Context: an optimization exercise on an open-source flow, tuned for small area, a short achievable clock period and few clock cycles. The choices shown serve that exercise and are no tape-out recipe.
Function was checked by simulation only, so behaviour that the tests miss may differ from the original.
Power is estimated from default activity; no workload was simulated.

Design booth_multiplier, start of the top module:
module booth_multiplier(clk, reset_n, multiplier, multiplicand, op_start, op_clear, op_done, result);
==> flow/config.mk <==
export PLATFORM = sky130hd
export DESIGN_NAME = booth_multiplier
export DESIGN_NICKNAME = booth_multiplier
export VERILOG_FILES = /design/flow/design.v
export SDC_FILE = /design/flow/constraint.sdc
export NUM_CORES = 4
export LEC_CHECK = 0
export ABC_CLOCK_PERIOD_IN_PS = 2500
export CAP_MARGIN = 20
export CORE_MARGIN = 2
export CORE_UTILIZATION = 50
export PLACE_DENSITY = 0.7
export SETUP_SLACK_MARGIN = 2.5
export SLEW_MARGIN = 20
export SYNTH_HIERARCHICAL = 1
==> flow/constraint.sdc <==
create_clock -name core_clock -period 5.5 [get_ports {clk}]
set_input_delay 1.1000 -clock core_clock [delete_from_list [all_inputs] [get_ports {clk}]]
set_output_delay 1.1000 -clock core_clock [all_outputs]
set_load 0.01 [all_outputs]
standard.sh (not shown) runs the stock make flow with config.mk's settings and CLKGATE_MAP_FILE= SYNTH_SCRIPT=/design/flow/synth_recipe.tcl, a recipe that flattens the netlist after the stock synthesis.
==> flow/flow/run.sh <==
#!/bin/bash
# The standard synthesis and layout, with the port buffers the standard flow's flow adds made from
# sky130_fd_sc_hd__buf_1 instead of the cell buffer_ports picks by itself.
set -euo pipefail
bash standard.sh synth > synth.log 2>&1
export BUFFER_PORTS_ARGS="-buffer_cell sky130_fd_sc_hd__buf_1"
bash standard.sh > layout.log 2>&1
Testbench counts at the start, summed over its fixed seeds: cycles 4,224.
==> next run, changes <==
Settings changed: PLACE_DENSITY 0.7 to 0.65, SETUP_SLACK_MARGIN 2.5 to 2.3.
After rerunning: The new run finished with timing, DRC and antenna clean; sequential power rose by a few percent; fmax falls by a few percent; combinational power drops by a few percent; global-route usage decreases by 0.92 points; setup slack got worse by 0.15 ns; area after synthesis stays the same.
==> next run, changes <==
Settings changed: SETUP_SLACK_MARGIN 2.3 to 2.4.
=> The changed run produced a clean layout; sequential share of layout area drops by 0.31 points; setup slack gets better by 0.046 ns; hold slack gets worse by 0.016 ns; first-iteration DRC count climbs slightly; sequential power drops slightly; clock-buffer cell count climbs by 1; wire length climbs by a few percent; clock skew drops by 0.013 ns; design area climbs slightly; power climbs slightly; via count climbs slightly.
==> next run, changes <==
Settings changed: CORE_UTILIZATION 50 to 55, PLACE_DENSITY 0.65 to 0.75, SETUP_SLACK_MARGIN 2.4 to 2.5.
Result: Fmax grows by a few percent. Power went up slightly. Wire length went down by a few percent. Synthesized cell count is unchanged. Sequential cell count does not change.
==> next run, changes <==
Settings changed: CORE_UTILIZATION 55 to 45, PLACE_DENSITY 0.75 to 0.6.
Die area goes up by about a fifth.
Total power goes up slightly.
Area after synthesis does not change.

--- another note on this design; it stands on its own ---

==> inputs of garnet <==
// booth_multiplier
module booth_multiplier(clk, reset_n, multiplier, multiplicand, op_start, op_clear, op_done, result);
Settings: LEC_CHECK=0, ABC_AREA=1, CAP_MARGIN=20, CORE_MARGIN=2, CORE_UTILIZATION=50, PLACE_DENSITY=0.65, SETUP_SLACK_MARGIN=2.5, SLEW_MARGIN=20, SYNTH_HIERARCHICAL=1; clock period 5.5 ns.
standard.sh (not shown) runs the stock make flow with config.mk's settings and CLKGATE_MAP_FILE= SYNTH_SCRIPT=/design/flow/synth_recipe.tcl, a recipe that flattens the netlist after the stock synthesis.
==> flow/flow/run.sh <==
#!/bin/bash
# The standard synthesis and layout, with the port buffers the standard flow's flow adds made from
# sky130_fd_sc_hd__buf_1 instead of the cell buffer_ports picks by itself.
set -euo pipefail
bash standard.sh synth > synth.log 2>&1
export BUFFER_PORTS_ARGS="-buffer_cell sky130_fd_sc_hd__buf_1"
bash standard.sh > layout.log 2>&1
==> fjord: changes against garnet <==
ABC_AREA = default   (was 1)
ABC_CLOCK_PERIOD_IN_PS = 2500   (was default)
PLACE_DENSITY = 0.55   (was 0.65)
==> comparison table <==
| item | garnet | fjord |
|---|---|---|
| Count of plain and timing-repair buffers in the layout | 299 | 323 |
| Area of the placeable core | 43,080 µm² | 44,320 µm² |
| Run status | complete, no violations | complete, no violations |
| Placer congestion estimate | 0.9035 | 0.8831 |
| Post-Synth Simple-Gate Area | 8.783% | 7.738% |
| Met1 usage | 39.02% | 40.64% |
| Average via count per standard cell | 5.727 | 5.906 |
| Final setup slack of the worst path | 2.520 ns | 2.549 ns |
| Setup Buffers After CTS | 9 | 14 |
| R2r setup slk | 2.55 ns | 2.58 ns |
| Setup crit end | S[3] | C[40] |
| Area fraction of the dominant cell type after synthesis | 23.73% | 23.02% |
| Critical R2R Launch | two[0] | one[3] |
| Number of distinct library cells after synthesis | 35 | 60 |
| Part of the total power dissipated in combinational logic | 67.5% | 66.0% |
| Required @ worst endpoint | 5.92 ns | 5.97 ns |
| Remaining max-slew budget at the tightest pin | 43.21% | 48.36% |
| Portion of the post-synthesis area used by sequential elements | 23.86% | 23.15% |
| Wire length of the first global-routing pass | 98,660 µm | 105,400 µm |
| Clock Pin Slew Worst Setup and Hold Paths | 0.07 ns | 0.06 ns |
| Multi-input gates | 1,682 | 1,696 |
| Portion of the layout cell area used by clock cells | 3.782% | 4.071% |
| Worst R2R End | C[30] | C[48] |
| P_comb | 0.0101 W | 0.00986 W |
Testbench counts of garnet, summed over its fixed seeds: cycles 4,224.
Testbench counts of fjord, summed over its fixed seeds: cycles 4,224.

afterwards: timing with drivers on the ports:
The flow's constraints put no driver on any port. The routed layouts listed below were extracted and timed again, unchanged, in two steps. Step 1 (the two cells are an assumption about what drives the block):
set clk [get_ports {clk}]
set_driving_cell -lib_cell sky130_fd_sc_hd__clkbuf_16 $clk
set_driving_cell -lib_cell sky130_fd_sc_hd__buf_2 [delete_from_list [all_inputs] $clk]
Step 2 moves the port delays by t, midway between the first and last clock arrival at a register: inputs arrive t later, outputs are due t later. That takes back most of the time a late clock gives input paths. a / b / c = ideal / step 1 / step 2; a / b = the first two.
run | shift t [ns] | setup slack, ns | latest minus earliest clock arrival (ns)
the first run of note 1 | 0.627 | 2.530 / 2.529 / 1.902 | 0.020 / 0.020
the second run of note 1 | 0.613 | 2.382 / 2.382 / 1.811 | 0.025 / 0.025
the third run of note 1 | 0.607 | 2.428 / 2.381 / 1.774 | 0.011 / 0.012
the fourth run of note 1 | 0.632 | 2.509 / 2.481 / 1.849 | 0.013 / 0.012
the fifth run of note 1 | 0.637 | 2.528 / 2.540 / 1.904 | 0.049 / 0.049
garnet | 0.623 | 2.520 / 2.539 / 1.916 | 0.014 / 0.014
fjord | 0.633 | 2.549 / 2.581 / 1.949 | 0.018 / 0.018
After both steps setup and hold are still met in every run listed. For the fourth run of note 1, which loses most, drivers alone change the setup slack by -0.028 ns; drivers and shift together by -0.660 ns.
